From an optimization exercise on the open Yosys and OpenROAD flow, aimed at small area, a short achievable clock period and few clock cycles per item; shortcuts taken in it are not production practice. Function was checked by simulation only, so behaviour that the tests miss may differ from the original. Power is estimated from default activity; no workload was simulated.

Setup of v23:
// Crossbar_switching_fabric
module Crossbar_switching_fabric(
    input                                      i_clk,
    input                                      i_rst_n,
    input           [32-1:0]      i_cb_l1_din,
    input           [1:0]                      i_cb_l1_sel,
    input                                      i_cb_l1_wr_en,
    input           [32-1:0]      i_cb_l2_din,
    input           [1:0]                      i_cb_l2_sel,
    input                                      i_cb_l2_wr_en,
    input           [32-1:0]      i_cb_l3_din,
    input           [1:0]                      i_cb_l3_sel,
    input                                      i_cb_l3_wr_en,
    input           [32-1:0]      i_cb_l4_din,
    input           [1:0]                      i_cb_l4_sel,
    input                                      i_cb_l4_wr_en,
    output          [4:0]                      o_cb_c1_queue_sel,
    output          [32-1:0]      o_cb_c1_dout,
    output                                     o_cb_c1_dat_valid,
    output          [4:0]                      o_cb_c2_queue_sel,
  ...
clock: 5.0 ns
lec_check: 0
cap_margin: 20
core_margin: 2
core_utilization: 45
cts_cluster_diameter: 100
cts_cluster_size: 30
setup_slack_margin: 2.5
slew_margin: 20
run.sh (not shown) runs the stock make flow with config.mk's settings and CLKGATE_MAP_FILE= SYNTH_SCRIPT=/design/flow/synth_recipe.tcl, a recipe that flattens the netlist after the stock synthesis.
v23: no failed stages, no open violations at the end
Testbench counts of v23, summed over its fixed seeds: cycles 4,458, items 16,384.
## Diff of input files: v57 against v23
- changing CORE_UTILIZATION from 45 to 50
==> comparison <==
- v57 and v23 ended up with roughly the same area fraction of clock buffers and clock inverters.
- Where worst hold slack after final layout is concerned, v23 is outperformed by v57.
- Per the comparison of v57 with v23, core occupancy in the finished layout moved up, maximum clock frequency went up, data arrival time at the worst-slack endpoint has decreased.
- Diff v23 -> v57: met3 capacity usage during global routing held, first-iteration detailed-routing DRC count went up about 3%, clock latency of the later-clocked register in the worst-skew pair went down 0.04 ns.
## Diff of input files: v4 against v57
- CORE_UTILIZATION: 50 -> 60
- SETUP_SLACK_MARGIN: 2.5 -> 2.3
Between v4 and v57, it is v4 whose non-clock buffer total of the final layout is higher, by about 2%. Relative to v57, peak ir drop on the vdd network has decreased by 2.6% in v4. Compared with v57, v4 shows a lower number of antenna violations at the first check in global routing. Diff v57 -> v4: power density of the placed cells grew by about 0.46%, detailed router's first-iteration violation count went up 238, post-detailed-placement cell area down about 0.46%, amount of wire on met2 after detailed routing picked up an extra about 0.33%. Hold slack on v4 is down relative to v57.
The following lists how v51 was set up differently from v4:
- SETUP_SLACK_MARGIN now 2.5, was 2.3
- CORE_UTILIZATION now 55, was 60
Notes after the runs:
Peak supply drop went up by more than 10% going from v4 to v51.
Compared with v4, v51 supports a higher clock frequency.
From v4 to v51 the numbers moved as follows: instance count after placement with tap cells included climbed 490, setup slack after layout went up.
The wire length of the first global-routing pass of v51 exceeds that of v4 by 1.2%.
v51: post-CTS resize count is 635 higher than what v4 reported.
v51 ended up with a higher post-CTS repair timing setup buffer count than v4 did.
Global-route usage sits lower in v51 than in v4.
v4 has higher sequential share of cell area than v51.
~same max-slew violation count in v4 and v51


Crossbar_switching_fabric again, from the RTL that the note above started with.
// Crossbar_switching_fabric
module Crossbar_switching_fabric(
    input                                      i_clk,
    input                                      i_rst_n,
    input           [32-1:0]      i_cb_l1_din,
    input           [1:0]                      i_cb_l1_sel,
    input                                      i_cb_l1_wr_en,
    input           [32-1:0]      i_cb_l2_din,
    input           [1:0]                      i_cb_l2_sel,
    input                                      i_cb_l2_wr_en,
    input           [32-1:0]      i_cb_l3_din,
    input           [1:0]                      i_cb_l3_sel,
    input                                      i_cb_l3_wr_en,
    input           [32-1:0]      i_cb_l4_din,
    input           [1:0]                      i_cb_l4_sel,
    input                                      i_cb_l4_wr_en,
    output          [4:0]                      o_cb_c1_queue_sel,
    output          [32-1:0]      o_cb_c1_dout,
    output                                     o_cb_c1_dat_valid,
    output          [4:0]                      o_cb_c2_queue_sel,
    output          [32-1:0]      o_cb_c2_dout,
    output                                     o_cb_c2_dat_valid,
    output          [4:0]                      o_cb_c3_queue_sel,
    output          [32-1:0]      o_cb_c3_dout,
    output                                     o_cb_c3_dat_valid,
  ...
clock: 5.0 ns
lec_check: 0
abc_area: 1
cap_margin: 20
core_margin: 2
core_utilization: 60
cts_cluster_diameter: 100
cts_cluster_size: 30
setup_slack_margin: 2.4
slew_margin: 20
The first run passed the timing, DRC and antenna checks.
Testbench counts at the start, summed over its fixed seeds: cycles 4,458, items 16,384.
Change:
- ABC_AREA: 1 -> default
- SETUP_SLACK_MARGIN: 2.4 -> 2.5
After rerunning: Fmax came out lower by 2.4%. Wire length came out lower by 5.9%. First-iteration DRC count came out lower by 6.2%. Global-route usage came out lower by 1.2 points. Count of clock-buffer cells in the layout came out higher by 12.

==> separate check: timing with driven ports <==
The flow's constraints put no driver on any port. The routed layouts listed below were extracted and timed again, unchanged, in two steps. Step 1: set_driving_cell puts a clkbuf_16 on i_clk and a buf_2 on each other input, an assumption about the parent block. Step 2 moves the port delays by t, midway between the first and last clock arrival at a register: inputs arrive t later, outputs are due t later. That takes back most of the time a late clock gives input paths. Three values: ideal ports, drivers, drivers and shift; two values: the first two.
| run | shift t [ns] | setup slack, ns | hold slack, ns | cell pins on the clock port's net |
|---|---|---|---|---|
| v23 | 1.129 | 2.313 / 2.184 / 1.776 | 0.382 / 0.303 / 0.382 | 1 |
| v57 | 1.105 | 2.421 / 2.294 / 1.669 | 0.398 / 0.398 / 0.398 | 1 |
| v4 | 1.074 | 2.396 / 2.288 / 1.632 | 0.219 / 0.147 / 0.406 | 1 |
| v51 | 1.099 | 2.436 / 2.312 / 1.661 | 0.197 / 0.108 / 0.398 | 1 |
| the first run of note 2 | 1.077 | 2.423 / 2.307 / 1.736 | 0.384 / 0.297 / 0.395 | 1 |
| the second run of note 2 | 1.087 | 2.359 / 2.244 / 1.755 | 0.399 / 0.399 / 0.399 | 1 |
After both steps setup and hold are still met in every run listed. For v51, which loses most, drivers alone change the setup slack by -0.124 ns; drivers and shift together by -0.775 ns.
